Context: an optimization exercise on an open-source flow, tuned for small area. The choices shown serve that exercise and are no tape-out recipe.
Only simulation tests tie the RTL to the original design; equivalence was not proved.

==> flow/design.v, too long to show whole: its modules and the start of the top module <==
// module fir: 2707 lines
// module sel3: 3 lines
// module dec: 5 lines
// module hold: 3 lines
// module fa: 4 lines
module fir (
    input        clk,
    input        rst_n,
    input        load_sw,
    input  [7:0] data_in,
    input  [7:0] coff_in,
    output [7:0] data_out
);
  // ...
==> flow/flow/run.sh <==
#!/bin/bash
# Own layout flow: the standard flow (standard.sh) unchanged, except that
# synthesis maps the RTL helper modules onto single cells (cells_map.v):
# sel3 -> a222oi (y = ~(a1&b1 | a2&b2 | a3&b3)), hold -> mux2, dec -> nor2b/and2,
# which ABC does not find on its own.  Registers, their names and cell types are those
# of the standard synthesis.
set -euo pipefail
W=$(pwd)

# synthesis script: synth_recipe.tcl with one techmap step inserted right
# after ORFS's synthesis (while the hierarchy is still kept)
awk -v map="$W/flow/cells_map.v" -v top="$FLOW_TOP" '
  { print }
  /^source .*synth\.tcl/ { print "techmap -map " map " " top; n++ }
  END { if (n != 1) exit 1 }' synth_recipe.tcl > own_synth.tcl

# standard.sh with that synthesis script
sed "s#SYNTH_SCRIPT=[^ ]*synth_recipe.tcl#SYNTH_SCRIPT=$W/own_synth.tcl#" standard.sh > own_standard.sh
grep -q "SYNTH_SCRIPT=$W/own_synth.tcl" own_standard.sh

bash own_standard.sh synth > synth.log 2>&1
grep -q a222oi orfs/results/*/fir/base/1_2_yosys.v
bash own_standard.sh finish > layout.log 2>&1
test -s out/final.def
==> flow/flow/cells_map.v <==
// Map the RTL's small helper modules onto single sky130 cells.

// y = ~((a1 & b1) | (a2 & b2) | (a3 & b3))
(* techmap_celltype = "sel3" *)
module _sel3_to_a222oi (a1, b1, a2, b2, a3, b3, y);
  input a1, b1, a2, b2, a3, b3;
  output y;
  sky130_fd_sc_hd__a222oi_1 _TECHMAP_REPLACE_ (
    .A1(a1), .A2(b1), .B1(a2), .B2(b2), .C1(a3), .C2(b3), .Y(y));
endmodule

// d = l ? q : n
(* techmap_celltype = "hold" *)
module _hold_to_mux2 (l, q, n, d);
  input l, q, n;
  output d;
  sky130_fd_sc_hd__mux2_1 _TECHMAP_REPLACE_ (.A0(n), .A1(q), .S(l), .X(d));
endmodule

// sa = xa & ~xb, sb = ~xa & xb, sab = xa & xb
(* techmap_celltype = "dec" *)
module _dec_to_cells (xa, xb, sa, sb, sab);
  input xa, xb;
  output sa, sb, sab;
  sky130_fd_sc_hd__nor2b_1 a (.A(xb), .B_N(xa), .Y(sa));
  sky130_fd_sc_hd__nor2b_1 b (.A(xa), .B_N(xb), .Y(sb));
  sky130_fd_sc_hd__and2_1 ab (.A(xa), .B(xb), .X(sab));
endmodule
==> flow/standard.sh <==
#!/bin/bash
# synth_recipe.tcl (not shown) runs the flow's synth.tcl, then flattens the netlist and writes it again
# the make line also repeats each setting of config.mk as NAME=value (left out here)
make -C /OpenROAD-flow-scripts/flow DESIGN_CONFIG=/design/flow/config.mk WORK_HOME=/design/flow/orfs CLKGATE_MAP_FILE= SYNTH_SCRIPT=/design/flow/synth_recipe.tcl "${@:-finish}"
==> flow/config.mk <==
export PLATFORM = sky130hd
export DESIGN_NAME = fir
export DESIGN_NICKNAME = fir
export VERILOG_FILES = /design/flow/design.v
export SDC_FILE = /design/flow/constraint.sdc
export NUM_CORES = 4
export LEC_CHECK = 0
export ABC_AREA = 1
export CAP_MARGIN = 20
export CORE_MARGIN = 2
export CORE_UTILIZATION = 35
export CTS_BUF_LIST = sky130_fd_sc_hd__clkbuf_4 sky130_fd_sc_hd__clkbuf_8
export GPL_TIMING_DRIVEN = 0
export PLACE_DENSITY = 0.45
export SLEW_MARGIN = 20
export SYNTH_HIERARCHICAL = 1
==> flow/constraint.sdc <==
create_clock -name core_clock -period 7.0 [get_ports {clk}]
set_input_delay 1.4000 -clock core_clock [delete_from_list [all_inputs] [get_ports {clk}]]
set_output_delay 1.4000 -clock core_clock [all_outputs]
set_load 0.01 [all_outputs]
==> parameters.txt, run 1 <==
Parameter                              Value

Drt
  Remaining design rule violation count ... 0
  DRC marker count from the first detailed-route iteration ... 6568
  Top layer reached by signal wires ... met4
  Routed metal-1 wire length ... between 40 and 50 mm

Cells and area
  Non-clock inverter count ... 24
  Most frequent cells in the layout ... sky130_fd_sc_hd__fa_1, sky130_fd_sc_hd__a222oi_1, sky130_fd_sc_hd__dfxtp_1
  Nets ... 2671
  Post-route core utilization ... 39.2%
  Number of multi-input combinational cells ... 1542
  Layout clock buffers ... 110
  Number of antenna repair diodes ... 1
  Most common cell after layout, fill and taps aside ... sky130_fd_sc_hd__fa_1
  Final instance area ... 31600 sq um

Placement
  Final weighted congestion in routability-driven placement ... just under 1
  Number of cells after detailed placement ... approximately 3000

Clock network
  Hold bufs inserted after CTS ... 0
  Post-CTS resize count ... 0
  CTS Buf Count ... 68
  Register clock-pin slew on the reported worst setup and hold paths ... ~0.07 ns

Worst setup path
  Worst-case reg-to-reg path depth ... 12
  R2R Path End ... r8_1
  Crit path from ... smp[2][3]
  Critical Path RT ... 7.54 ns
  Top fanout value on the critical path ... 8
  Crit path launch type ... flip-flop
  Critical setup path kind ... reg -> reg

STA
  Worst slew pin tran ... 0.989 ns
  Shortest clock period the worst path allows after layout ... between 6 and 7 ns
  Rel. slew slack ... roughly a third
  Worst clock skew ... 0.0452 ns
  Worst hold slack after final layout ... 0.357 ns
  Aggregate negative setup slack ... 0 ns
  Number of max-slew violations in the final report ... 0

Min path
  Origin of the worst min-delay path ... smp[4][7]

Floorplan
  Core area ... 80400 sq um
  Site row count ... 104

Status
  Run status ... no timing/DRC/antenna violations

Global routing
  GR Layer Usage met1 ... between 30% and 40%
  Maximum number of pins on one net before global-route repair ... 76

Flow run
  MaxCap Viol Count ... 0
==> run 2: changes to the inputs <==
--- a/flow/design.v
+++ b/flow/design.v
@@ -181,3 +181,3 @@
 end
-reg [8:0] ps0;    
+wire [8:0] ps0;    
 wire [8:0] pn0;
@@ -194,3 +194,5 @@
 assign pn0[8] = pc0[7];
-always @(posedge clk) ps0 <= pn0;
+reg [8:1] pr0;
+always @(posedge clk) pr0 <= pn0[8:1];
+assign ps0 = {pr0, pn0[0:0]};
 wire sa0_0, sb0_0, sab0_0;
@@ -347,3 +349,3 @@
 wire p72 = ~(sab0_7 & ps0[8]);
-reg [8:0] ps1;    
+wire [8:0] ps1;    
 wire [8:0] pn1;
@@ -360,3 +362,5 @@
 assign pn1[8] = pc1[7];
-always @(posedge clk) ps1 <= pn1;
+reg [8:1] pr1;
+always @(posedge clk) pr1 <= pn1[8:1];
+assign ps1 = {pr1, pn1[0:0]};
 wire sa1_0, sb1_0, sab1_0;
@@ -513,3 +517,3 @@
 wire p144 = ~(sab1_7 & ps1[8]);
-reg [8:0] ps2;    
+wire [8:0] ps2;    
 wire [8:0] pn2;
@@ -526,3 +530,5 @@
 assign pn2[8] = pc2[7];
-always @(posedge clk) ps2 <= pn2;
+reg [8:1] pr2;
+always @(posedge clk) pr2 <= pn2[8:1];
+assign ps2 = {pr2, pn2[0:0]};
 wire sa2_0, sb2_0, sab2_0;
@@ -679,3 +685,3 @@
 wire p216 = ~(sab2_7 & ps2[8]);
-reg [8:0] ps3;    
+wire [8:0] ps3;    
 wire [8:0] pn3;
@@ -692,3 +698,5 @@
 assign pn3[8] = pc3[7];
-always @(posedge clk) ps3 <= pn3;
+reg [8:1] pr3;
+always @(posedge clk) pr3 <= pn3[8:1];
+assign ps3 = {pr3, pn3[0:0]};
 wire sa3_0, sb3_0, sab3_0;
@@ -845,3 +853,3 @@
 wire p288 = ~(sab3_7 & ps3[8]);
-reg [8:0] ps4;    
+wire [8:0] ps4;    
 wire [8:0] pn4;
@@ -858,3 +866,5 @@
 assign pn4[8] = pc4[7];
-always @(posedge clk) ps4 <= pn4;
+reg [8:1] pr4;
+always @(posedge clk) pr4 <= pn4[8:1];
+assign ps4 = {pr4, pn4[0:0]};
 wire sa4_0, sb4_0, sab4_0;
@@ -1011,3 +1021,3 @@
 wire p360 = ~(sab4_7 & ps4[8]);
-reg [8:0] ps5;    
+wire [8:0] ps5;    
 wire [8:0] pn5;
@@ -1024,3 +1034,5 @@
 assign pn5[8] = pc5[7];
-always @(posedge clk) ps5 <= pn5;
+reg [8:1] pr5;
+always @(posedge clk) pr5 <= pn5[8:1];
+assign ps5 = {pr5, pn5[0:0]};
 wire sa5_0, sb5_0, sab5_0;
@@ -1177,3 +1189,3 @@
 wire p432 = ~(sab5_7 & ps5[8]);
-reg [8:0] ps6;    
+wire [8:0] ps6;    
 wire [8:0] pn6;
@@ -1190,3 +1202,5 @@
 assign pn6[8] = pc6[7];
-always @(posedge clk) ps6 <= pn6;
+reg [8:1] pr6;
+always @(posedge clk) pr6 <= pn6[8:1];
+assign ps6 = {pr6, pn6[0:0]};
 wire sa6_0, sb6_0, sab6_0;
@@ -1343,3 +1357,3 @@
 wire p504 = ~(sab6_7 & ps6[8]);
-reg [8:0] ps7;    
+wire [8:0] ps7;    
 wire [8:0] pn7;
@@ -1356,3 +1370,5 @@
 assign pn7[8] = pc7[7];
-always @(posedge clk) ps7 <= pn7;
+reg [8:1] pr7;
+always @(posedge clk) pr7 <= pn7[8:1];
+assign ps7 = {pr7, pn7[0:0]};
 wire sa7_0, sb7_0, sab7_0;
@@ -1518,19 +1534,19 @@
 wire s585, c586;
-fa u_s585 (.a(p2), .b(p10), .c(p74), .s(s585), .co(c586));
+fa u_s585 (.a(p2), .b(p74), .c(p146), .s(s585), .co(c586));
 wire s587, c588;
-fa u_s587 (.a(p82), .b(p146), .c(p154), .s(s587), .co(c588));
+fa u_s587 (.a(p218), .b(p290), .c(p362), .s(s587), .co(c588));
 wire s589, c590;
-fa u_s589 (.a(p218), .b(p226), .c(p290), .s(s589), .co(c590));
+fa u_s589 (.a(p434), .b(p506), .c(p10), .s(s589), .co(c590));
 wire s591, c592;
-fa u_s591 (.a(p298), .b(p362), .c(p370), .s(s591), .co(c592));
+fa u_s591 (.a(p82), .b(p154), .c(p226), .s(s591), .co(c592));
 wire s593, c594;
-fa u_s593 (.a(p434), .b(p442), .c(p506), .s(s593), .co(c594));
+fa u_s593 (.a(p298), .b(p370), .c(p442), .s(s593), .co(c594));
 wire s595, c596;
-fa u_s595 (.a(p514), .b(c578), .c(c580), .s(s595), .co(c596));
+fa u_s595 (.a(p514), .b(s585), .c(s587), .s(s595), .co(c596));
 wire s597, c598;
-fa u_s597 (.a(s585), .b(s587), .c(s589), .s(s597), .co(c598));
+fa u_s597 (.a(s589), .b(c578), .c(c580), .s(s597), .co(c598));
 wire s599, c600;
-fa u_s599 (.a(s591), .b(s593), .c(c582), .s(s599), .co(c600));
+fa u_s599 (.a(s591), .b(s593), .c(s595), .s(s599), .co(c600));
 wire s601, c602;
-fa u_s601 (.a(s595), .b(s597), .c(c584), .s(s601), .co(c602));
+fa u_s601 (.a(c582), .b(s597), .c(c584), .s(s601), .co(c602));
 wire s603 = ~(s599 ^ s601);
@@ -1538,29 +1554,29 @@
 wire s605, c606;
-fa u_s605 (.a(p3), .b(p11), .c(p19), .s(s605), .co(c606));
+fa u_s605 (.a(p3), .b(p11), .c(p75), .s(s605), .co(c606));
 wire s607, c608;
-fa u_s607 (.a(p75), .b(p83), .c(p91), .s(s607), .co(c608));
+fa u_s607 (.a(p83), .b(p147), .c(p155), .s(s607), .co(c608));
 wire s609, c610;
-fa u_s609 (.a(p147), .b(p155), .c(p163), .s(s609), .co(c610));
+fa u_s609 (.a(p219), .b(p227), .c(p291), .s(s609), .co(c610));
 wire s611, c612;
-fa u_s611 (.a(p219), .b(p227), .c(p235), .s(s611), .co(c612));
+fa u_s611 (.a(p299), .b(p363), .c(p371), .s(s611), .co(c612));
 wire s613, c614;
-fa u_s613 (.a(p291), .b(p299), .c(p307), .s(s613), .co(c614));
+fa u_s613 (.a(p435), .b(p443), .c(p507), .s(s613), .co(c614));
 wire s615, c616;
-fa u_s615 (.a(p363), .b(p371), .c(p379), .s(s615), .co(c616));
+fa u_s615 (.a(p515), .b(p19), .c(p91), .s(s615), .co(c616));
 wire s617, c618;
-fa u_s617 (.a(p435), .b(p443), .c(p451), .s(s617), .co(c618));
+fa u_s617 (.a(p163), .b(p235), .c(p307), .s(s617), .co(c618));
 wire s619, c620;
-fa u_s619 (.a(p507), .b(p515), .c(p523), .s(s619), .co(c620));
+fa u_s619 (.a(p379), .b(p451), .c(p523), .s(s619), .co(c620));
 wire s621, c622;
-fa u_s621 (.a(c586), .b(c588), .c(c590), .s(s621), .co(c622));
+fa u_s621 (.a(c586), .b(c588), .c(s605), .s(s621), .co(c622));
 wire s623, c624;
-fa u_s623 (.a(c592), .b(c594), .c(s605), .s(s623), .co(c624));
+fa u_s623 (.a(s607), .b(s609), .c(s611), .s(s623), .co(c624));
 wire s625, c626;
-fa u_s625 (.a(s607), .b(s609), .c(s611), .s(s625), .co(c626));
+fa u_s625 (.a(s613), .b(c590), .c(c592), .s(s625), .co(c626));
 wire s627, c628;
-fa u_s627 (.a(s613), .b(s615), .c(s617), .s(s627), .co(c628));
+fa u_s627 (.a(c594), .b(s615), .c(s617), .s(s627), .co(c628));
 wire s629, c630;
-fa u_s629 (.a(s619), .b(c596), .c(c598), .s(s629), .co(c630));
+fa u_s629 (.a(s619), .b(c596), .c(s621), .s(s629), .co(c630));
 wire s631, c632;
-fa u_s631 (.a(s621), .b(s623), .c(s625), .s(s631), .co(c632));
+fa u_s631 (.a(s623), .b(s625), .c(c598), .s(s631), .co(c632));
 wire s633, c634;
@@ -1574,21 +1590,21 @@
 wire s641, c642;
-fa u_s641 (.a(p28), .b(p76), .c(p84), .s(s641), .co(c642));
+fa u_s641 (.a(p76), .b(p84), .c(p92), .s(s641), .co(c642));
 wire s643, c644;
-fa u_s643 (.a(p92), .b(p100), .c(p148), .s(s643), .co(c644));
+fa u_s643 (.a(p148), .b(p156), .c(p164), .s(s643), .co(c644));
 wire s645, c646;
-fa u_s645 (.a(p156), .b(p164), .c(p172), .s(s645), .co(c646));
+fa u_s645 (.a(p220), .b(p228), .c(p236), .s(s645), .co(c646));
 wire s647, c648;
-fa u_s647 (.a(p220), .b(p228), .c(p236), .s(s647), .co(c648));
+fa u_s647 (.a(p292), .b(p300), .c(p308), .s(s647), .co(c648));
 wire s649, c650;
-fa u_s649 (.a(p244), .b(p292), .c(p300), .s(s649), .co(c650));
+fa u_s649 (.a(p364), .b(p372), .c(p380), .s(s649), .co(c650));
 wire s651, c652;
-fa u_s651 (.a(p308), .b(p316), .c(p364), .s(s651), .co(c652));
+fa u_s651 (.a(p436), .b(p444), .c(p452), .s(s651), .co(c652));
 wire s653, c654;
-fa u_s653 (.a(p372), .b(p380), .c(p388), .s(s653), .co(c654));
+fa u_s653 (.a(p508), .b(p516), .c(p524), .s(s653), .co(c654));
 wire s655, c656;
-fa u_s655 (.a(p436), .b(p444), .c(p452), .s(s655), .co(c656));
+fa u_s655 (.a(p28), .b(p100), .c(p172), .s(s655), .co(c656));
 wire s657, c658;
-fa u_s657 (.a(p460), .b(p508), .c(p516), .s(s657), .co(c658));
+fa u_s657 (.a(p244), .b(p316), .c(p388), .s(s657), .co(c658));
 wire s659, c660;
-fa u_s659 (.a(p524), .b(p532), .c(c606), .s(s659), .co(c660));
+fa u_s659 (.a(p460), .b(p532), .c(c606), .s(s659), .co(c660));
 wire s661, c662;
@@ -1596,9 +1612,9 @@
 wire s663, c664;
-fa u_s663 (.a(c614), .b(c616), .c(c618), .s(s663), .co(c664));
+fa u_s663 (.a(c614), .b(s639), .c(s641), .s(s663), .co(c664));
 wire s665, c666;
-fa u_s665 (.a(c620), .b(s639), .c(s641), .s(s665), .co(c666));
+fa u_s665 (.a(s643), .b(s645), .c(s647), .s(s665), .co(c666));
 wire s667, c668;
-fa u_s667 (.a(s643), .b(s645), .c(s647), .s(s667), .co(c668));
+fa u_s667 (.a(s649), .b(s651), .c(s653), .s(s667), .co(c668));
 wire s669, c670;
-fa u_s669 (.a(s649), .b(s651), .c(s653), .s(s669), .co(c670));
+fa u_s669 (.a(c616), .b(c618), .c(c620), .s(s669), .co(c670));
 wire s671, c672;
@@ -1606,11 +1622,11 @@
 wire s673, c674;
-fa u_s673 (.a(c622), .b(c624), .c(c626), .s(s673), .co(c674));
+fa u_s673 (.a(c622), .b(c624), .c(s661), .s(s673), .co(c674));
 wire s675, c676;
-fa u_s675 (.a(c628), .b(s661), .c(s663), .s(s675), .co(c676));
+fa u_s675 (.a(s663), .b(s665), .c(s667), .s(s675), .co(c676));
 wire s677, c678;
-fa u_s677 (.a(s665), .b(s667), .c(s669), .s(s677), .co(c678));
+fa u_s677 (.a(c626), .b(c628), .c(s669), .s(s677), .co(c678));
 wire s679, c680;
-fa u_s679 (.a(s671), .b(c630), .c(c632), .s(s679), .co(c680));
+fa u_s679 (.a(s671), .b(c630), .c(s673), .s(s679), .co(c680));
 wire s681, c682;
-fa u_s681 (.a(s673), .b(s675), .c(s677), .s(s681), .co(c682));
+fa u_s681 (.a(s675), .b(c632), .c(s677), .s(s681), .co(c682));
 wire s683, c684;
@@ -1622,25 +1638,25 @@
 wire s689, c690;
-fa u_s689 (.a(p29), .b(p37), .c(p77), .s(s689), .co(c690));
+fa u_s689 (.a(p29), .b(p77), .c(p85), .s(s689), .co(c690));
 wire s691, c692;
-fa u_s691 (.a(p85), .b(p93), .c(p101), .s(s691), .co(c692));
+fa u_s691 (.a(p93), .b(p101), .c(p149), .s(s691), .co(c692));
 wire s693, c694;
-fa u_s693 (.a(p109), .b(p149), .c(p157), .s(s693), .co(c694));
+fa u_s693 (.a(p157), .b(p165), .c(p173), .s(s693), .co(c694));
 wire s695, c696;
-fa u_s695 (.a(p165), .b(p173), .c(p181), .s(s695), .co(c696));
+fa u_s695 (.a(p221), .b(p229), .c(p237), .s(s695), .co(c696));
 wire s697, c698;
-fa u_s697 (.a(p221), .b(p229), .c(p237), .s(s697), .co(c698));
+fa u_s697 (.a(p245), .b(p293), .c(p301), .s(s697), .co(c698));
 wire s699, c700;
-fa u_s699 (.a(p245), .b(p253), .c(p293), .s(s699), .co(c700));
+fa u_s699 (.a(p309), .b(p317), .c(p365), .s(s699), .co(c700));
 wire s701, c702;
-fa u_s701 (.a(p301), .b(p309), .c(p317), .s(s701), .co(c702));
+fa u_s701 (.a(p373), .b(p381), .c(p389), .s(s701), .co(c702));
 wire s703, c704;
-fa u_s703 (.a(p325), .b(p365), .c(p373), .s(s703), .co(c704));
+fa u_s703 (.a(p437), .b(p445), .c(p453), .s(s703), .co(c704));
 wire s705, c706;
-fa u_s705 (.a(p381), .b(p389), .c(p397), .s(s705), .co(c706));
+fa u_s705 (.a(p461), .b(p509), .c(p517), .s(s705), .co(c706));
 wire s707, c708;
-fa u_s707 (.a(p437), .b(p445), .c(p453), .s(s707), .co(c708));
+fa u_s707 (.a(p525), .b(p533), .c(p37), .s(s707), .co(c708));
 wire s709, c710;
-fa u_s709 (.a(p461), .b(p469), .c(p509), .s(s709), .co(c710));
+fa u_s709 (.a(p109), .b(p181), .c(p253), .s(s709), .co(c710));
 wire s711, c712;
-fa u_s711 (.a(p517), .b(p525), .c(p533), .s(s711), .co(c712));
+fa u_s711 (.a(p325), .b(p397), .c(p469), .s(s711), .co(c712));
 wire s713, c714;
@@ -1652,11 +1668,11 @@
 wire s719, c720;
-fa u_s719 (.a(c656), .b(c658), .c(s687), .s(s719), .co(c720));
+fa u_s719 (.a(s687), .b(s689), .c(s691), .s(s719), .co(c720));
 wire s721, c722;
-fa u_s721 (.a(s689), .b(s691), .c(s693), .s(s721), .co(c722));
+fa u_s721 (.a(s693), .b(s695), .c(s697), .s(s721), .co(c722));
 wire s723, c724;
-fa u_s723 (.a(s695), .b(s697), .c(s699), .s(s723), .co(c724));
+fa u_s723 (.a(s699), .b(s701), .c(s703), .s(s723), .co(c724));
 wire s725, c726;
-fa u_s725 (.a(s701), .b(s703), .c(s705), .s(s725), .co(c726));
+fa u_s725 (.a(s705), .b(s707), .c(c656), .s(s725), .co(c726));
 wire s727, c728;
-fa u_s727 (.a(s707), .b(s709), .c(s711), .s(s727), .co(c728));
+fa u_s727 (.a(c658), .b(s709), .c(s711), .s(s727), .co(c728));
 wire s729, c730;
@@ -1664,7 +1680,7 @@
 wire s731, c732;
-fa u_s731 (.a(c666), .b(c668), .c(c670), .s(s731), .co(c732));
+fa u_s731 (.a(c666), .b(c668), .c(s713), .s(s731), .co(c732));
 wire s733, c734;
-fa u_s733 (.a(s713), .b(s715), .c(s717), .s(s733), .co(c734));
+fa u_s733 (.a(s715), .b(s717), .c(s719), .s(s733), .co(c734));
 wire s735, c736;
-fa u_s735 (.a(s719), .b(s721), .c(s723), .s(s735), .co(c736));
+fa u_s735 (.a(s721), .b(s723), .c(c670), .s(s735), .co(c736));
 wire s737, c738;
@@ -1672,9 +1688,9 @@
 wire s739, c740;
-fa u_s739 (.a(c674), .b(c676), .c(s729), .s(s739), .co(c740));
+fa u_s739 (.a(c674), .b(s729), .c(c676), .s(s739), .co(c740));
 wire s741, c742;
-fa u_s741 (.a(c678), .b(s731), .c(s733), .s(s741), .co(c742));
+fa u_s741 (.a(s731), .b(s733), .c(s735), .s(s741), .co(c742));
 wire s743, c744;
-fa u_s743 (.a(s735), .b(s737), .c(c680), .s(s743), .co(c744));
+fa u_s743 (.a(c678), .b(s737), .c(c680), .s(s743), .co(c744));
 wire s745, c746;
-fa u_s745 (.a(s739), .b(c682), .c(s741), .s(s745), .co(c746));
+fa u_s745 (.a(s739), .b(s741), .c(c682), .s(s745), .co(c746));
 wire s747, c748;
@@ -1686,31 +1702,31 @@
 wire s753, c754;
-fa u_s753 (.a(p30), .b(p38), .c(p46), .s(s753), .co(c754));
+fa u_s753 (.a(p30), .b(p38), .c(p78), .s(s753), .co(c754));
 wire s755, c756;
-fa u_s755 (.a(p78), .b(p86), .c(p94), .s(s755), .co(c756));
+fa u_s755 (.a(p86), .b(p94), .c(p102), .s(s755), .co(c756));
 wire s757, c758;
-fa u_s757 (.a(p102), .b(p110), .c(p118), .s(s757), .co(c758));
+fa u_s757 (.a(p110), .b(p150), .c(p158), .s(s757), .co(c758));
 wire s759, c760;
-fa u_s759 (.a(p150), .b(p158), .c(p166), .s(s759), .co(c760));
+fa u_s759 (.a(p166), .b(p174), .c(p182), .s(s759), .co(c760));
 wire s761, c762;
-fa u_s761 (.a(p174), .b(p182), .c(p190), .s(s761), .co(c762));
+fa u_s761 (.a(p222), .b(p230), .c(p238), .s(s761), .co(c762));
 wire s763, c764;
-fa u_s763 (.a(p222), .b(p230), .c(p238), .s(s763), .co(c764));
+fa u_s763 (.a(p246), .b(p254), .c(p294), .s(s763), .co(c764));
 wire s765, c766;
-fa u_s765 (.a(p246), .b(p254), .c(p262), .s(s765), .co(c766));
+fa u_s765 (.a(p302), .b(p310), .c(p318), .s(s765), .co(c766));
 wire s767, c768;
-fa u_s767 (.a(p294), .b(p302), .c(p310), .s(s767), .co(c768));
+fa u_s767 (.a(p326), .b(p366), .c(p374), .s(s767), .co(c768));
 wire s769, c770;
-fa u_s769 (.a(p318), .b(p326), .c(p334), .s(s769), .co(c770));
+fa u_s769 (.a(p382), .b(p390), .c(p398), .s(s769), .co(c770));
 wire s771, c772;
-fa u_s771 (.a(p366), .b(p374), .c(p382), .s(s771), .co(c772));
+fa u_s771 (.a(p438), .b(p446), .c(p454), .s(s771), .co(c772));
 wire s773, c774;
-fa u_s773 (.a(p390), .b(p398), .c(p406), .s(s773), .co(c774));
+fa u_s773 (.a(p462), .b(p470), .c(p510), .s(s773), .co(c774));
 wire s775, c776;
-fa u_s775 (.a(p438), .b(p446), .c(p454), .s(s775), .co(c776));
+fa u_s775 (.a(p518), .b(p526), .c(p534), .s(s775), .co(c776));
 wire s777, c778;
-fa u_s777 (.a(p462), .b(p470), .c(p478), .s(s777), .co(c778));
+fa u_s777 (.a(p542), .b(p46), .c(p118), .s(s777), .co(c778));
 wire s779, c780;
-fa u_s779 (.a(p510), .b(p518), .c(p526), .s(s779), .co(c780));
+fa u_s779 (.a(p190), .b(p262), .c(p334), .s(s779), .co(c780));
 wire s781, c782;
-fa u_s781 (.a(p534), .b(p542), .c(p550), .s(s781), .co(c782));
+fa u_s781 (.a(p406), .b(p478), .c(p550), .s(s781), .co(c782));
 wire s783, c784;
@@ -1722,13 +1738,13 @@
 wire s789, c790;
-fa u_s789 (.a(c706), .b(c708), .c(c710), .s(s789), .co(c790));
+fa u_s789 (.a(c706), .b(s751), .c(s753), .s(s789), .co(c790));
 wire s791, c792;
-fa u_s791 (.a(c712), .b(s751), .c(s753), .s(s791), .co(c792));
+fa u_s791 (.a(s755), .b(s757), .c(s759), .s(s791), .co(c792));
 wire s793, c794;
-fa u_s793 (.a(s755), .b(s757), .c(s759), .s(s793), .co(c794));
+fa u_s793 (.a(s761), .b(s763), .c(s765), .s(s793), .co(c794));
 wire s795, c796;
-fa u_s795 (.a(s761), .b(s763), .c(s765), .s(s795), .co(c796));
+fa u_s795 (.a(s767), .b(s769), .c(s771), .s(s795), .co(c796));
 wire s797, c798;
-fa u_s797 (.a(s767), .b(s769), .c(s771), .s(s797), .co(c798));
+fa u_s797 (.a(s773), .b(s775), .c(c708), .s(s797), .co(c798));
 wire s799, c800;
-fa u_s799 (.a(s773), .b(s775), .c(s777), .s(s799), .co(c800));
+fa u_s799 (.a(c710), .b(c712), .c(s777), .s(s799), .co(c800));
 wire s801, c802;
@@ -1738,9 +1754,9 @@
 wire s805, c806;
-fa u_s805 (.a(c722), .b(c724), .c(c726), .s(s805), .co(c806));
+fa u_s805 (.a(c722), .b(c724), .c(s783), .s(s805), .co(c806));
 wire s807, c808;
-fa u_s807 (.a(c728), .b(s783), .c(s785), .s(s807), .co(c808));
+fa u_s807 (.a(s785), .b(s787), .c(s789), .s(s807), .co(c808));
 wire s809, c810;
-fa u_s809 (.a(s787), .b(s789), .c(s791), .s(s809), .co(c810));
+fa u_s809 (.a(s791), .b(s793), .c(s795), .s(s809), .co(c810));
 wire s811, c812;
-fa u_s811 (.a(s793), .b(s795), .c(s797), .s(s811), .co(c812));
+fa u_s811 (.a(s797), .b(c726), .c(c728), .s(s811), .co(c812));
 wire s813, c814;
@@ -1750,5 +1766,5 @@
 wire s817, c818;
-fa u_s817 (.a(c736), .b(s805), .c(s807), .s(s817), .co(c818));
+fa u_s817 (.a(s805), .b(s807), .c(s809), .s(s817), .co(c818));
 wire s819, c820;
-fa u_s819 (.a(s809), .b(s811), .c(c738), .s(s819), .co(c820));
+fa u_s819 (.a(c736), .b(s811), .c(c738), .s(s819), .co(c820));
 wire s821, c822;
@@ -1756,3 +1772,3 @@
 wire s823, c824;
-fa u_s823 (.a(c742), .b(s817), .c(s819), .s(s823), .co(c824));
+fa u_s823 (.a(s817), .b(c742), .c(s819), .s(s823), .co(c824));
 wire s825, c826;
@@ -1768,35 +1784,35 @@
 wire s835, c836;
-fa u_s835 (.a(p55), .b(p79), .c(p87), .s(s835), .co(c836));
+fa u_s835 (.a(p79), .b(p87), .c(p95), .s(s835), .co(c836));
 wire s837, c838;
-fa u_s837 (.a(p95), .b(p103), .c(p111), .s(s837), .co(c838));
+fa u_s837 (.a(p103), .b(p111), .c(p119), .s(s837), .co(c838));
 wire s839, c840;
-fa u_s839 (.a(p119), .b(p127), .c(p151), .s(s839), .co(c840));
+fa u_s839 (.a(p151), .b(p159), .c(p167), .s(s839), .co(c840));
 wire s841, c842;
-fa u_s841 (.a(p159), .b(p167), .c(p175), .s(s841), .co(c842));
+fa u_s841 (.a(p175), .b(p183), .c(p191), .s(s841), .co(c842));
 wire s843, c844;
-fa u_s843 (.a(p183), .b(p191), .c(p199), .s(s843), .co(c844));
+fa u_s843 (.a(p223), .b(p231), .c(p239), .s(s843), .co(c844));
 wire s845, c846;
-fa u_s845 (.a(p223), .b(p231), .c(p239), .s(s845), .co(c846));
+fa u_s845 (.a(p247), .b(p255), .c(p263), .s(s845), .co(c846));
 wire s847, c848;
-fa u_s847 (.a(p247), .b(p255), .c(p263), .s(s847), .co(c848));
+fa u_s847 (.a(p295), .b(p303), .c(p311), .s(s847), .co(c848));
 wire s849, c850;
-fa u_s849 (.a(p271), .b(p295), .c(p303), .s(s849), .co(c850));
+fa u_s849 (.a(p319), .b(p327), .c(p335), .s(s849), .co(c850));
 wire s851, c852;
-fa u_s851 (.a(p311), .b(p319), .c(p327), .s(s851), .co(c852));
+fa u_s851 (.a(p367), .b(p375), .c(p383), .s(s851), .co(c852));
 wire s853, c854;
-fa u_s853 (.a(p335), .b(p343), .c(p367), .s(s853), .co(c854));
+fa u_s853 (.a(p391), .b(p399), .c(p407), .s(s853), .co(c854));
 wire s855, c856;
-fa u_s855 (.a(p375), .b(p383), .c(p391), .s(s855), .co(c856));
+fa u_s855 (.a(p439), .b(p447), .c(p455), .s(s855), .co(c856));
 wire s857, c858;
-fa u_s857 (.a(p399), .b(p407), .c(p415), .s(s857), .co(c858));
+fa u_s857 (.a(p463), .b(p471), .c(p479), .s(s857), .co(c858));
 wire s859, c860;
-fa u_s859 (.a(p439), .b(p447), .c(p455), .s(s859), .co(c860));
+fa u_s859 (.a(p511), .b(p519), .c(p527), .s(s859), .co(c860));
 wire s861, c862;
-fa u_s861 (.a(p463), .b(p471), .c(p479), .s(s861), .co(c862));
+fa u_s861 (.a(p535), .b(p543), .c(p551), .s(s861), .co(c862));
 wire s863, c864;
-fa u_s863 (.a(p487), .b(p511), .c(p519), .s(s863), .co(c864));
+fa u_s863 (.a(p55), .b(p127), .c(p199), .s(s863), .co(c864));
 wire s865, c866;
-fa u_s865 (.a(p527), .b(p535), .c(p543), .s(s865), .co(c866));
+fa u_s865 (.a(p271), .b(p343), .c(p415), .s(s865), .co(c866));
 wire s867, c868;
-fa u_s867 (.a(p551), .b(p559), .c(c752), .s(s867), .co(c868));
+fa u_s867 (.a(p487), .b(p559), .c(c752), .s(s867), .co(c868));
 wire s869, c870;
@@ -1810,15 +1826,15 @@
 wire s877, c878;
-fa u_s877 (.a(c778), .b(c780), .c(c782), .s(s877), .co(c878));
+fa u_s877 (.a(s831), .b(s833), .c(s835), .s(s877), .co(c878));
 wire s879, c880;
-fa u_s879 (.a(s831), .b(s833), .c(s835), .s(s879), .co(c880));
+fa u_s879 (.a(s837), .b(s839), .c(s841), .s(s879), .co(c880));
 wire s881, c882;
-fa u_s881 (.a(s837), .b(s839), .c(s841), .s(s881), .co(c882));
+fa u_s881 (.a(s843), .b(s845), .c(s847), .s(s881), .co(c882));
 wire s883, c884;
-fa u_s883 (.a(s843), .b(s845), .c(s847), .s(s883), .co(c884));
+fa u_s883 (.a(s849), .b(s851), .c(s853), .s(s883), .co(c884));
 wire s885, c886;
-fa u_s885 (.a(s849), .b(s851), .c(s853), .s(s885), .co(c886));
+fa u_s885 (.a(s855), .b(s857), .c(s859), .s(s885), .co(c886));
 wire s887, c888;
-fa u_s887 (.a(s855), .b(s857), .c(s859), .s(s887), .co(c888));
+fa u_s887 (.a(s861), .b(c778), .c(c780), .s(s887), .co(c888));
 wire s889, c890;
-fa u_s889 (.a(s861), .b(s863), .c(s865), .s(s889), .co(c890));
+fa u_s889 (.a(c782), .b(s863), .c(s865), .s(s889), .co(c890));
 wire s891, c892;
@@ -1828,11 +1844,11 @@
 wire s895, c896;
-fa u_s895 (.a(c794), .b(c796), .c(c798), .s(s895), .co(c896));
+fa u_s895 (.a(c794), .b(c796), .c(s869), .s(s895), .co(c896));
 wire s897, c898;
-fa u_s897 (.a(c800), .b(s869), .c(s871), .s(s897), .co(c898));
+fa u_s897 (.a(s871), .b(s873), .c(s875), .s(s897), .co(c898));
 wire s899, c900;
-fa u_s899 (.a(s873), .b(s875), .c(s877), .s(s899), .co(c900));
+fa u_s899 (.a(c798), .b(s877), .c(s879), .s(s899), .co(c900));
 wire s901, c902;
-fa u_s901 (.a(s879), .b(s881), .c(s883), .s(s901), .co(c902));
+fa u_s901 (.a(s881), .b(s883), .c(s885), .s(s901), .co(c902));
 wire s903, c904;
-fa u_s903 (.a(s885), .b(s887), .c(s889), .s(s903), .co(c904));
+fa u_s903 (.a(c800), .b(s887), .c(s889), .s(s903), .co(c904));
 wire s905, c906;
@@ -1840,7 +1856,7 @@
 wire s907, c908;
-fa u_s907 (.a(c808), .b(c810), .c(s891), .s(s907), .co(c908));
+fa u_s907 (.a(c808), .b(s891), .c(c810), .s(s907), .co(c908));
 wire s909, c910;
-fa u_s909 (.a(s893), .b(c812), .c(s895), .s(s909), .co(c910));
+fa u_s909 (.a(s893), .b(s895), .c(s897), .s(s909), .co(c910));
 wire s911, c912;
-fa u_s911 (.a(s897), .b(s899), .c(s901), .s(s911), .co(c912));
+fa u_s911 (.a(s899), .b(s901), .c(c812), .s(s911), .co(c912));
 wire s913, c914;
@@ -1848,3 +1864,3 @@
 wire s915, c916;
-fa u_s915 (.a(s905), .b(s907), .c(c818), .s(s915), .co(c916));
+fa u_s915 (.a(s905), .b(c818), .c(s907), .s(s915), .co(c916));
 wire s917, c918;
@@ -1854,5 +1870,5 @@
 wire s921, c922;
-fa u_s921 (.a(c824), .b(s917), .c(c826), .s(s921), .co(c922));
+fa u_s921 (.a(c824), .b(s917), .c(s919), .s(s921), .co(c922));
 wire s923, c924;
-fa u_s923 (.a(s919), .b(c828), .c(s921), .s(s923), .co(c924));
+fa u_s923 (.a(c826), .b(s921), .c(c828), .s(s923), .co(c924));
 wire s925 = ~(c830 ^ s923);
@@ -1864,39 +1880,39 @@
 wire s931, c932;
-fa u_s931 (.a(p56), .b(p64), .c(p80), .s(s931), .co(c932));
+fa u_s931 (.a(p56), .b(p80), .c(p88), .s(s931), .co(c932));
 wire s933, c934;
-fa u_s933 (.a(p88), .b(p96), .c(p104), .s(s933), .co(c934));
+fa u_s933 (.a(p96), .b(p104), .c(p112), .s(s933), .co(c934));
 wire s935, c936;
-fa u_s935 (.a(p112), .b(p120), .c(p128), .s(s935), .co(c936));
+fa u_s935 (.a(p120), .b(p128), .c(p152), .s(s935), .co(c936));
 wire s937, c938;
-fa u_s937 (.a(p136), .b(p152), .c(p160), .s(s937), .co(c938));
+fa u_s937 (.a(p160), .b(p168), .c(p176), .s(s937), .co(c938));
 wire s939, c940;
-fa u_s939 (.a(p168), .b(p176), .c(p184), .s(s939), .co(c940));
+fa u_s939 (.a(p184), .b(p192), .c(p200), .s(s939), .co(c940));
 wire s941, c942;
-fa u_s941 (.a(p192), .b(p200), .c(p208), .s(s941), .co(c942));
+fa u_s941 (.a(p224), .b(p232), .c(p240), .s(s941), .co(c942));
 wire s943, c944;
-fa u_s943 (.a(p224), .b(p232), .c(p240), .s(s943), .co(c944));
+fa u_s943 (.a(p248), .b(p256), .c(p264), .s(s943), .co(c944));
 wire s945, c946;
-fa u_s945 (.a(p248), .b(p256), .c(p264), .s(s945), .co(c946));
+fa u_s945 (.a(p272), .b(p296), .c(p304), .s(s945), .co(c946));
 wire s947, c948;
-fa u_s947 (.a(p272), .b(p280), .c(p296), .s(s947), .co(c948));
+fa u_s947 (.a(p312), .b(p320), .c(p328), .s(s947), .co(c948));
 wire s949, c950;
-fa u_s949 (.a(p304), .b(p312), .c(p320), .s(s949), .co(c950));
+fa u_s949 (.a(p336), .b(p344), .c(p368), .s(s949), .co(c950));
 wire s951, c952;
-fa u_s951 (.a(p328), .b(p336), .c(p344), .s(s951), .co(c952));
+fa u_s951 (.a(p376), .b(p384), .c(p392), .s(s951), .co(c952));
 wire s953, c954;
-fa u_s953 (.a(p352), .b(p368), .c(p376), .s(s953), .co(c954));
+fa u_s953 (.a(p400), .b(p408), .c(p416), .s(s953), .co(c954));
 wire s955, c956;
-fa u_s955 (.a(p384), .b(p392), .c(p400), .s(s955), .co(c956));
+fa u_s955 (.a(p440), .b(p448), .c(p456), .s(s955), .co(c956));
 wire s957, c958;
-fa u_s957 (.a(p408), .b(p416), .c(p424), .s(s957), .co(c958));
+fa u_s957 (.a(p464), .b(p472), .c(p480), .s(s957), .co(c958));
 wire s959, c960;
-fa u_s959 (.a(p440), .b(p448), .c(p456), .s(s959), .co(c960));
+fa u_s959 (.a(p488), .b(p512), .c(p520), .s(s959), .co(c960));
 wire s961, c962;
-fa u_s961 (.a(p464), .b(p472), .c(p480), .s(s961), .co(c962));
+fa u_s961 (.a(p528), .b(p536), .c(p544), .s(s961), .co(c962));
 wire s963, c964;
-fa u_s963 (.a(p488), .b(p496), .c(p512), .s(s963), .co(c964));
+fa u_s963 (.a(p552), .b(p560), .c(p64), .s(s963), .co(c964));
 wire s965, c966;
-fa u_s965 (.a(p520), .b(p528), .c(p536), .s(s965), .co(c966));
+fa u_s965 (.a(p136), .b(p208), .c(p280), .s(s965), .co(c966));
 wire s967, c968;
-fa u_s967 (.a(p544), .b(p552), .c(p560), .s(s967), .co(c968));
+fa u_s967 (.a(p352), .b(p424), .c(p496), .s(s967), .co(c968));
 wire s969, c970;
@@ -1912,17 +1928,17 @@
 wire s979, c980;
-fa u_s979 (.a(c860), .b(c862), .c(c864), .s(s979), .co(c980));
+fa u_s979 (.a(c860), .b(c862), .c(s927), .s(s979), .co(c980));
 wire s981, c982;
-fa u_s981 (.a(c866), .b(s927), .c(s929), .s(s981), .co(c982));
+fa u_s981 (.a(s929), .b(s931), .c(s933), .s(s981), .co(c982));
 wire s983, c984;
-fa u_s983 (.a(s931), .b(s933), .c(s935), .s(s983), .co(c984));
+fa u_s983 (.a(s935), .b(s937), .c(s939), .s(s983), .co(c984));
 wire s985, c986;
-fa u_s985 (.a(s937), .b(s939), .c(s941), .s(s985), .co(c986));
+fa u_s985 (.a(s941), .b(s943), .c(s945), .s(s985), .co(c986));
 wire s987, c988;
-fa u_s987 (.a(s943), .b(s945), .c(s947), .s(s987), .co(c988));
+fa u_s987 (.a(s947), .b(s949), .c(s951), .s(s987), .co(c988));
 wire s989, c990;
-fa u_s989 (.a(s949), .b(s951), .c(s953), .s(s989), .co(c990));
+fa u_s989 (.a(s953), .b(s955), .c(s957), .s(s989), .co(c990));
 wire s991, c992;
-fa u_s991 (.a(s955), .b(s957), .c(s959), .s(s991), .co(c992));
+fa u_s991 (.a(s959), .b(s961), .c(s963), .s(s991), .co(c992));
 wire s993, c994;
-fa u_s993 (.a(s961), .b(s963), .c(s965), .s(s993), .co(c994));
+fa u_s993 (.a(c864), .b(c866), .c(s965), .s(s993), .co(c994));
 wire s995, c996;
@@ -1934,13 +1950,13 @@
 wire s1001, c1002;
-fa u_s1001 (.a(c884), .b(c886), .c(c888), .s(s1001), .co(c1002));
+fa u_s1001 (.a(c884), .b(c886), .c(s969), .s(s1001), .co(c1002));
 wire s1003, c1004;
-fa u_s1003 (.a(c890), .b(s969), .c(s971), .s(s1003), .co(c1004));
+fa u_s1003 (.a(s971), .b(s973), .c(s975), .s(s1003), .co(c1004));
 wire s1005, c1006;
-fa u_s1005 (.a(s973), .b(s975), .c(s977), .s(s1005), .co(c1006));
+fa u_s1005 (.a(s977), .b(s979), .c(s981), .s(s1005), .co(c1006));
 wire s1007, c1008;
-fa u_s1007 (.a(s979), .b(s981), .c(s983), .s(s1007), .co(c1008));
+fa u_s1007 (.a(s983), .b(s985), .c(s987), .s(s1007), .co(c1008));
 wire s1009, c1010;
-fa u_s1009 (.a(s985), .b(s987), .c(s989), .s(s1009), .co(c1010));
+fa u_s1009 (.a(s989), .b(s991), .c(c888), .s(s1009), .co(c1010));
 wire s1011, c1012;
-fa u_s1011 (.a(s991), .b(s993), .c(s995), .s(s1011), .co(c1012));
+fa u_s1011 (.a(c890), .b(s993), .c(s995), .s(s1011), .co(c1012));
 wire s1013, c1014;
@@ -1948,9 +1964,9 @@
 wire s1015, c1016;
-fa u_s1015 (.a(c898), .b(c900), .c(s997), .s(s1015), .co(c1016));
+fa u_s1015 (.a(c898), .b(s997), .c(c900), .s(s1015), .co(c1016));
 wire s1017, c1018;
-fa u_s1017 (.a(c902), .b(c904), .c(s999), .s(s1017), .co(c1018));
+fa u_s1017 (.a(c902), .b(s999), .c(s1001), .s(s1017), .co(c1018));
 wire s1019, c1020;
-fa u_s1019 (.a(s1001), .b(s1003), .c(s1005), .s(s1019), .co(c1020));
+fa u_s1019 (.a(s1003), .b(s1005), .c(s1007), .s(s1019), .co(c1020));
 wire s1021, c1022;
-fa u_s1021 (.a(s1007), .b(s1009), .c(s1011), .s(s1021), .co(c1022));
+fa u_s1021 (.a(s1009), .b(c904), .c(s1011), .s(s1021), .co(c1022));
 wire s1023, c1024;
@@ -1958,7 +1974,7 @@
 wire s1025, c1026;
-fa u_s1025 (.a(s1015), .b(c910), .c(c912), .s(s1025), .co(c1026));
+fa u_s1025 (.a(c910), .b(s1015), .c(s1017), .s(s1025), .co(c1026));
 wire s1027, c1028;
-fa u_s1027 (.a(s1017), .b(s1019), .c(s1021), .s(s1027), .co(c1028));
+fa u_s1027 (.a(s1019), .b(c912), .c(s1021), .s(s1027), .co(c1028));
 wire s1029, c1030;
-fa u_s1029 (.a(c914), .b(c916), .c(s1023), .s(s1029), .co(c1030));
+fa u_s1029 (.a(c914), .b(s1023), .c(c916), .s(s1029), .co(c1030));
 wire s1031, c1032;
@@ -2026,19 +2042,19 @@
 wire s1093, c1094;
-fa u_s1093 (.a(c962), .b(c964), .c(c966), .s(s1093), .co(c1094));
+fa u_s1093 (.a(c962), .b(s1039), .c(s1041), .s(s1093), .co(c1094));
 wire s1095, c1096;
-fa u_s1095 (.a(c968), .b(s1039), .c(s1041), .s(s1095), .co(c1096));
+fa u_s1095 (.a(s1043), .b(s1045), .c(s1047), .s(s1095), .co(c1096));
 wire s1097, c1098;
-fa u_s1097 (.a(s1043), .b(s1045), .c(s1047), .s(s1097), .co(c1098));
+fa u_s1097 (.a(s1049), .b(s1051), .c(s1053), .s(s1097), .co(c1098));
 wire s1099, c1100;
-fa u_s1099 (.a(s1049), .b(s1051), .c(s1053), .s(s1099), .co(c1100));
+fa u_s1099 (.a(s1055), .b(s1057), .c(s1059), .s(s1099), .co(c1100));
 wire s1101, c1102;
-fa u_s1101 (.a(s1055), .b(s1057), .c(s1059), .s(s1101), .co(c1102));
+fa u_s1101 (.a(s1061), .b(s1063), .c(s1065), .s(s1101), .co(c1102));
 wire s1103, c1104;
-fa u_s1103 (.a(s1061), .b(s1063), .c(s1065), .s(s1103), .co(c1104));
+fa u_s1103 (.a(s1067), .b(s1069), .c(s1071), .s(s1103), .co(c1104));
 wire s1105, c1106;
-fa u_s1105 (.a(s1067), .b(s1069), .c(s1071), .s(s1105), .co(c1106));
+fa u_s1105 (.a(s1073), .b(s1075), .c(s1077), .s(s1105), .co(c1106));
 wire s1107, c1108;
-fa u_s1107 (.a(s1073), .b(s1075), .c(s1077), .s(s1107), .co(c1108));
+fa u_s1107 (.a(s1079), .b(c964), .c(c966), .s(s1107), .co(c1108));
 wire s1109, c1110;
-fa u_s1109 (.a(s1079), .b(c970), .c(c972), .s(s1109), .co(c1110));
+fa u_s1109 (.a(c968), .b(c970), .c(c972), .s(s1109), .co(c1110));
 wire s1111, c1112;
@@ -2050,13 +2066,13 @@
 wire s1117, c1118;
-fa u_s1117 (.a(c992), .b(c994), .c(s1081), .s(s1117), .co(c1118));
+fa u_s1117 (.a(s1081), .b(s1083), .c(s1085), .s(s1117), .co(c1118));
 wire s1119, c1120;
-fa u_s1119 (.a(s1083), .b(s1085), .c(s1087), .s(s1119), .co(c1120));
+fa u_s1119 (.a(s1087), .b(s1089), .c(s1091), .s(s1119), .co(c1120));
 wire s1121, c1122;
-fa u_s1121 (.a(s1089), .b(s1091), .c(s1093), .s(s1121), .co(c1122));
+fa u_s1121 (.a(s1093), .b(s1095), .c(s1097), .s(s1121), .co(c1122));
 wire s1123, c1124;
-fa u_s1123 (.a(s1095), .b(s1097), .c(s1099), .s(s1123), .co(c1124));
+fa u_s1123 (.a(s1099), .b(s1101), .c(s1103), .s(s1123), .co(c1124));
 wire s1125, c1126;
-fa u_s1125 (.a(s1101), .b(s1103), .c(s1105), .s(s1125), .co(c1126));
+fa u_s1125 (.a(s1105), .b(c992), .c(s1107), .s(s1125), .co(c1126));
 wire s1127, c1128;
-fa u_s1127 (.a(s1107), .b(c996), .c(c998), .s(s1127), .co(c1128));
+fa u_s1127 (.a(c994), .b(c996), .c(c998), .s(s1127), .co(c1128));
 wire s1129, c1130;
@@ -2066,7 +2082,7 @@
 wire s1133, c1134;
-fa u_s1133 (.a(c1008), .b(c1010), .c(s1113), .s(s1133), .co(c1134));
+fa u_s1133 (.a(c1008), .b(s1113), .c(s1115), .s(s1133), .co(c1134));
 wire s1135, c1136;
-fa u_s1135 (.a(s1115), .b(s1117), .c(s1119), .s(s1135), .co(c1136));
+fa u_s1135 (.a(s1117), .b(s1119), .c(s1121), .s(s1135), .co(c1136));
 wire s1137, c1138;
-fa u_s1137 (.a(s1121), .b(s1123), .c(s1125), .s(s1137), .co(c1138));
+fa u_s1137 (.a(s1123), .b(s1125), .c(c1010), .s(s1137), .co(c1138));
 wire s1139, c1140;
@@ -2162,11 +2178,11 @@
 wire s1229, c1230;
-fa u_s1229 (.a(c1106), .b(c1108), .c(s1195), .s(s1229), .co(c1230));
+fa u_s1229 (.a(c1106), .b(s1195), .c(s1197), .s(s1229), .co(c1230));
 wire s1231, c1232;
-fa u_s1231 (.a(s1197), .b(s1199), .c(s1201), .s(s1231), .co(c1232));
+fa u_s1231 (.a(s1199), .b(s1201), .c(s1203), .s(s1231), .co(c1232));
 wire s1233, c1234;
-fa u_s1233 (.a(s1203), .b(s1205), .c(s1207), .s(s1233), .co(c1234));
+fa u_s1233 (.a(s1205), .b(s1207), .c(s1209), .s(s1233), .co(c1234));
 wire s1235, c1236;
-fa u_s1235 (.a(s1209), .b(s1211), .c(s1213), .s(s1235), .co(c1236));
+fa u_s1235 (.a(s1211), .b(s1213), .c(s1215), .s(s1235), .co(c1236));
 wire s1237, c1238;
-fa u_s1237 (.a(s1215), .b(s1217), .c(s1219), .s(s1237), .co(c1238));
+fa u_s1237 (.a(s1217), .b(c1108), .c(s1219), .s(s1237), .co(c1238));
 wire s1239, c1240;
@@ -2176,9 +2192,9 @@
 wire s1243, c1244;
-fa u_s1243 (.a(c1122), .b(s1221), .c(s1223), .s(s1243), .co(c1244));
+fa u_s1243 (.a(s1221), .b(s1223), .c(c1122), .s(s1243), .co(c1244));
 wire s1245, c1246;
-fa u_s1245 (.a(c1124), .b(c1126), .c(s1225), .s(s1245), .co(c1246));
+fa u_s1245 (.a(c1124), .b(s1225), .c(s1227), .s(s1245), .co(c1246));
 wire s1247, c1248;
-fa u_s1247 (.a(s1227), .b(s1229), .c(s1231), .s(s1247), .co(c1248));
+fa u_s1247 (.a(s1229), .b(s1231), .c(s1233), .s(s1247), .co(c1248));
 wire s1249, c1250;
-fa u_s1249 (.a(s1233), .b(s1235), .c(c1128), .s(s1249), .co(c1250));
+fa u_s1249 (.a(s1235), .b(c1126), .c(c1128), .s(s1249), .co(c1250));
 wire s1251, c1252;
@@ -2188,5 +2204,5 @@
 wire s1255, c1256;
-fa u_s1255 (.a(c1136), .b(s1243), .c(c1138), .s(s1255), .co(c1256));
+fa u_s1255 (.a(c1136), .b(s1243), .c(s1245), .s(s1255), .co(c1256));
 wire s1257, c1258;
-fa u_s1257 (.a(s1245), .b(s1247), .c(s1249), .s(s1257), .co(c1258));
+fa u_s1257 (.a(s1247), .b(c1138), .c(s1249), .s(s1257), .co(c1258));
 wire s1259, c1260;
--- a/flow/flow/run.sh
+++ b/flow/flow/run.sh
@@ -22,3 +22,4 @@
 grep -q a222oi orfs/results/*/fir/base/1_2_yosys.v
-bash own_standard.sh finish > layout.log 2>&1
+# port buffers: the smallest buffer instead of ORFS's pick (clkdlybuf4s50_1)
+bash own_standard.sh "BUFFER_PORTS_ARGS=-buffer_cell sky130_fd_sc_hd__buf_1" finish > layout.log 2>&1
 test -s out/final.def
--- a/flow/config.mk
+++ b/flow/config.mk
@@ -10,6 +10,6 @@
 export CORE_MARGIN = 2
-export CORE_UTILIZATION = 35
-export CTS_BUF_LIST = sky130_fd_sc_hd__clkbuf_4 sky130_fd_sc_hd__clkbuf_8
+export CORE_UTILIZATION = 40
+export CTS_CLUSTER_DIAMETER = 100
+export CTS_CLUSTER_SIZE = 16
 export GPL_TIMING_DRIVEN = 0
-export PLACE_DENSITY = 0.45
 export SLEW_MARGIN = 20
==> parameters.txt, run 2 <==
Parameter                              Value

Worst setup path
  Slack of the worst reg-to-reg path ... between 0.2 and 0.3 ns
  Critical setup path kind ... reg -> reg
  Most frequent CP cell ... sky130_fd_sc_hd__fa_1
  Top fanout value on the critical path ... 11 (+3)
  Highest cell delay on the worst timing path ... 0.85 ns
  Arrival time reported for the critical path endpoint ... slightly above 7 ns
  Slowest library cell on the worst path ... sky130_fd_sc_hd__a222oi_1
  Kind of capture point of the worst setup path ... flip-flop
  Critical Path RT ... 7.49 ns (-0.05 ns)
  Cell class contributing the biggest share of worst-path delay ... adder cells
  Crit path launch type ... flip-flop
  Combined buffer and inverter count along the critical path ... 0
  Ordered cell list for the critical path ... ha_1 -> a222oi_1 -> fa_1 -> fa_1 -> fa_1 -> fa_1 -> fa_1 -> fa_1 -> fa_1 -> fa_1 -> fa_1 -> fa_1

Global routing
  Met3 Use GR ... 6.23%
  Initial antenna violation count ... 0
  Met2 demand-to-capacity share in global routing ... 46.8%
  Global-route usage over all layers ... 30.2%
  Final global-route overflow total ... 0
  Top Usage Layer GRT ... met2
  Maximum number of pins on one net before global-route repair ... 32 (-58%)
  Vias in the first global route ... 22100
  First-pass GRT wire length ... 161 mm
  GR Layer Usage met1 ... 42.2% (+2.5 points)

Cells and area
  Sequential cell area ... 7490 sq um
  Registers with the highest flip-flop counts ... coff x128, smp x128
  Post-route core utilization ... 43.7% (+4.5 points)
  Most common cell after layout, fill and taps aside ... sky130_fd_sc_hd__fa_1
  Fraction of final layout cells with drive strength greater than 1 ... roughly 3.0%
  Number of fillers in the final layout ... 6419
  Most frequent cells in the layout ... sky130_fd_sc_hd__fa_1, sky130_fd_sc_hd__a222oi_1, sky130_fd_sc_hd__dfxtp_1
  Layout area overhead ... 8.37%
  Number of antenna repair diodes ... 0 (-1)
  Nets ... 2628 (-1.6%)
  Total area of multi-input combinational cells ... slightly above 20000 sq um
  Final Instance Count excl. Fillers ... 2943

Drt
  Routed vias ... between 20000 and 25000
  Remaining design rule violation count ... 0 (unchanged)
  DRC marker count from the first detailed-route iteration ... 7023 (+6.9%)
  Remaining antenna violation count ... 0
  Total iterations of the first detailed-routing run ... 23
  Drt wl/cell ... 37.6 um
  Total wirelength of the detailed-routed design ... between 100 and 150 mm
  Via-per-instance ratio ... 7.33

Yosys
  Post-synthesis net count ... approximately 2600
  YS warnings ... 11
  Cells after synthesis ... roughly 1900
  Synthesized area per cell ... 14.7 sq um
  Mapped cell area ... between 20000 and 30000 sq um

STA
  Rel. slew slack ... 28.9% (-5.2 points)
  Worst clock skew ... 0.0152 ns (-0.0300 ns)
  Final hold violation count ... 0
  Final setup violation count ... 0
  Portion of the clock cycle consumed by the worst path in the final layout ... between 90% and 100%
  Worst slew pin tran ... 1.07 ns (+0.0774 ns)
  Aggregate negative setup slack ... 0 ns (unchanged)
  Unrepaired setup endpoints after global routing ... false
  Number of max-slew violations in the final report ... 0 (unchanged)
  Max Clk Rate ... 149 MHz
  Shortest clock period the worst path allows after layout ... 6.71 ns (+0.304 ns)

Min path
  Worst min-delay path category ... reg -> reg

Clock network
  Post-CTS resize count ... 0 (unchanged)
  Hold bufs inserted after CTS ... 0 (unchanged)
  Maximum count of clock buffers along a single path ... 3
  Register clock-pin slew on the reported worst setup and hold paths ... 0.08 ns (about the same)
  Worst skew pair latency ... 0.62 ns
  Setup bufs post-CTS ... 0
  CTS Buf Count ... 28 (-59%)
  TritonCTS Sinks ... 342
  Number of H-tree levels ... 1
  Master cell of the clock root buffer ... sky130_fd_sc_hd__clkbuf_16
  CTS tree ... built

Placement
  Count of buffers from port buffering ... 26
  Final weighted congestion in routability-driven placement ... 0.999 (+3.4%)
  DPL Wire Length ... 87.2 mm
  Number of cells after detailed placement ... 2891 (-4.0%)

Floorplan
  Die Y ... 270 um
  Top-level I/O count ... 27
  Starting utilization of the core area ... 40.3%
  Core area ... 69900 sq um (-13%)
  Die width ... 270 um
  Die footprint ... 72600 sq um
  Site row count ... 97 (-6.7%)

Status
  Run status ... no timing/DRC/antenna violations

Flow run
  MaxCap Viol Count ... 0 (unchanged)
-- run 2: routing by layer --
layer	routed length [um]	share of wire [%]	vias up
met2	50200	45	1907
met5	0	0	-
met3	13400	12	236
met4	4980	4.5	0
met1	42000	38	11300
li1	-	-	8117
-- run 2: area by class of cell --
cell class                      instances  area share [%]
Multi-Input combinational cell       1542            67.3
Sequential cell                       342            24.5
Tap cell                              940            3.85
Clock buffer                           44            2.63
Timing Repair Buffer                   34           0.852
Clock inverter                          8           0.393
Inverter                               24           0.295
Buffer                                  9           0.168
-- run 2: worst paths after layout --
| kind | startpoint | endpoint | cells after the start |
|---|---|---|---|
| max in group asynchronous | rst_n | coff[4][7] | 3 |
| min in group asynchronous | rst_n | coff[13][0] | 1 |
| hold reg to reg | smp[5][3] | smp[6][3] | 0 |
| setup reg to reg | coff[5][0] | r8_1 | 12 |
| setup / recovery | coff[5][0] | r8_1 | 12 |
| hold / removal | smp[5][3] | smp[6][3] | 0 |
-- run 2: stage by stage --
step                      area (sq um)  worst slack, ns  hold WS, ns
final                            30600            0.285        0.372
after global routing             30600            0.212        0.384
after CTS                        30600            0.445        0.368
after detailed placement         29600            0.476        0.364
after global placement           29500            -1.97        0.361
after floorplan                  28200             1.46        0.355
==> run 3: changes to the inputs <==
--- a/flow/config.mk
+++ b/flow/config.mk
@@ -11,4 +11,2 @@
 export CORE_UTILIZATION = 40
-export CTS_CLUSTER_DIAMETER = 100
-export CTS_CLUSTER_SIZE = 16
 export GPL_TIMING_DRIVEN = 0
==> parameters.txt, run 3 <==
Parameter                              Value

Cells and area
  Nets ... 2641 (+0.49%)
  Most frequent cells in the layout ... sky130_fd_sc_hd__fa_1, sky130_fd_sc_hd__a222oi_1, sky130_fd_sc_hd__dfxtp_1
  Layout area overhead ... 10.2%
  Final Instance Count excl. Fillers ... 2968 (+0.85%)
  Final instance area ... 31100 sq um (+1.7%)
  Fraction of final layout cells with drive strength greater than 1 ... 4.54% (+1.5 points)
  Registers with the highest flip-flop counts ... coff x128, smp x128
  Most common cell after layout, fill and taps aside ... sky130_fd_sc_hd__fa_1

Global routing
  Maximum number of pins on one net before global-route repair ... 32 (unchanged)
  First-pass GRT wire length ... 161 mm (+0.29%)
  Vias in the first global route ... 22200 (+0.51%)
  Initial antenna violation count ... 1 (+1)
  Final global-route overflow total ... 0 (unchanged)
  Global-route usage over all layers ... 30.4% (+0.15 points)

Yosys
  Cells after synthesis ... 1917 (unchanged)
  Post-synthesis net count ... 2564 (unchanged)
  Mapped cell area ... 28200 sq um (unchanged)
  YS warnings ... 11 (unchanged)
  Synthesized area per cell ... 14.7 sq um (unchanged)

Worst setup path
  Crit path launch type ... flip-flop
  Arrival time reported for the critical path endpoint ... 7.07 ns (-0.13 ns)
  Kind of capture point of the worst setup path ... flip-flop
  Top fanout value on the critical path ... 11 (unchanged)
  Critical Path RT ... 7.46 ns (-0.03 ns)
  Critical setup path kind ... reg -> reg

Drt
  Total wirelength of the detailed-routed design ... 111 mm (+0.22%)
  Remaining design rule violation count ... 0 (unchanged)
  Drt wl/cell ... 37.4 um (-0.62%)
  DRC marker count from the first detailed-route iteration ... 6360 (-9.4%)
  Total iterations of the first detailed-routing run ... 19 (-17%)
  Remaining antenna violation count ... 0 (unchanged)
  Via-per-instance ratio ... 7.33 (about the same)
  Routed vias ... 21700 (+0.76%)

STA
  Final setup violation count ... 0 (unchanged)
  Portion of the clock cycle consumed by the worst path in the final layout ... 94.6% (-1.4 points)
  Shortest clock period the worst path allows after layout ... 6.62 ns (-0.0956 ns)
  Number of max-slew violations in the final report ... 0 (unchanged)
  Final hold violation count ... 0 (unchanged)
  Unrepaired setup endpoints after global routing ... false
  Max Clk Rate ... 151 MHz (+1.4%)
  Worst clock skew ... 0.0308 ns (+0.0156 ns)
  Worst slew pin tran ... 1.12 ns (+0.0543 ns)
  Rel. slew slack ... 25.3% (-3.6 points)

Floorplan
  Starting utilization of the core area ... 40.3% (unchanged)
  Die width ... 270 um (unchanged)
  Core area ... 69900 sq um (unchanged)
  Die Y ... 270 um (unchanged)
  Die footprint ... 72600 sq um (unchanged)
  Site row count ... 97 (unchanged)
  Top-level I/O count ... 27 (unchanged)

Placement
  Number of cells after detailed placement ... 2891 (unchanged)
  Count of buffers from port buffering ... 26 (unchanged)
  Final weighted congestion in routability-driven placement ... 0.999 (unchanged)
  DPL Wire Length ... 87.2 mm (unchanged)
  Placed Area ... 29600 sq um (unchanged)

Clock network
  Post-CTS resize count ... 0 (unchanged)
  Setup bufs post-CTS ... 0 (unchanged)
  Worst skew pair latency ... 0.59 ns (-0.03 ns)
  Register clock-pin slew on the reported worst setup and hold paths ... 0.07 ns (about the same)
  CTS Buf Count ... 41 (+46%)
  Number of H-tree levels ... 2 (+1)
  Master cell of the clock root buffer ... sky130_fd_sc_hd__clkbuf_16
  TritonCTS Sinks ... 342 (unchanged)
  Maximum count of clock buffers along a single path ... 3 (unchanged)
  Hold bufs inserted after CTS ... 0 (unchanged)
  CTS tree ... built

Flow run
  MaxCap Viol Count ... 0 (unchanged)

Status
  Run status ... no timing/DRC/antenna violations

Min path
  Worst min-delay path category ... reg -> reg
==> run 3: per-layer routing <==
| metal | global-route usage, % | vias up | share of wire [%] |
|---|---|---|---|
| met2 | 47.2 | 1866 | 46 |
| met4 | 11.0 | 2 | 4.5 |
| met1 | 42.4 | 11500 | 38 |
| li1 | - | 8156 | - |
| met3 | 6.15 | 259 | 12 |
| met5 | 0 | - | 0.012 |
==> run 3: worst paths after layout <==
path,depth (start not counted),startpoint,slack [ns],endpoint
worst min register to register,0,smp[5][3],0.37,smp[6][3]
worst max register to register,12,coff[5][0],0.38,r8_1
worst max-delay path,12,coff[5][0],0.38,r8_1
min in group asynchronous,1,rst_n,0.80,coff[13][0]
worst min-delay path,0,smp[5][3],0.37,smp[6][3]
max in group asynchronous,3,rst_n,5.38,coff[4][5]
==> run 3: area by class of cell <==
class                      count  area [sq um]
sequential                   342          7490
fill                        6373         38800
clock inverter                22           273
inverter                      24          90.1
clock buffer                  54          1170
antenna                        1          2.50
tap                          940          1180
multi-input combinational   1542         20600
timing repair buffer          34           260
buffer                         9          51.3
==> run 3: worst max-delay path, stage by stage, from the launching register on <==
cell,delay (ns)
sky130_fd_sc_hd__dfrtp_1,0.66
sky130_fd_sc_hd__ha_1,0.47
sky130_fd_sc_hd__a222oi_1,0.81
sky130_fd_sc_hd__fa_1,0.67
sky130_fd_sc_hd__fa_1,0.45
sky130_fd_sc_hd__fa_1,0.54
sky130_fd_sc_hd__fa_1,0.43
sky130_fd_sc_hd__fa_1,0.41
sky130_fd_sc_hd__fa_1,0.43
sky130_fd_sc_hd__fa_1,0.41
sky130_fd_sc_hd__fa_1,0.38
sky130_fd_sc_hd__fa_1,0.39
sky130_fd_sc_hd__fa_1,0.45
==> run 3: metrics by stage <==
step           util (%)  hold WS, ns  TNS [ns]  worst slack, ns
2_1_floorplan         -        0.355         0             1.46
3_3_place_gp       42.2        0.361   -327.11            -1.97
3_5_place_dp       42.4        0.364         0            0.476
4_1_cts            44.5        0.372         0            0.465
5_1_grt            44.5        0.383         0            0.203
6_report           44.5        0.368         0            0.381

[afterwards: timing with drivers on the ports]
No port has a modelled driver above. Below, the same layouts with a new extraction and two added sets of constraints. Step 1 assumes that a clkbuf_16 drives the clock port and a buf_2 every other input. Step 2, shift: input delay + t, output delay - t, t = (earliest + latest rising clock arrival at the registers) / 2. This alone moves slack from input paths to output paths. Slacks: no drivers / after step 1 / after step 2; pairs: no drivers / after step 1.
run | shift t [ns] | setup WS [ns] | worst register clock-pin slew, ns | worst slew at a driven data input, ns
run 1 | 0.718 | 0.589 / 0.589 / 0.589 | 0.07 / 0.07 | 0.05
run 2 | 0.675 | 0.285 / 0.285 / 0.285 | 0.08 / 0.08 | 0.03
run 3 | 0.642 | 0.381 / 0.381 / 0.381 | 0.07 / 0.07 | 0.03
After both steps setup and hold are still met in every run listed.
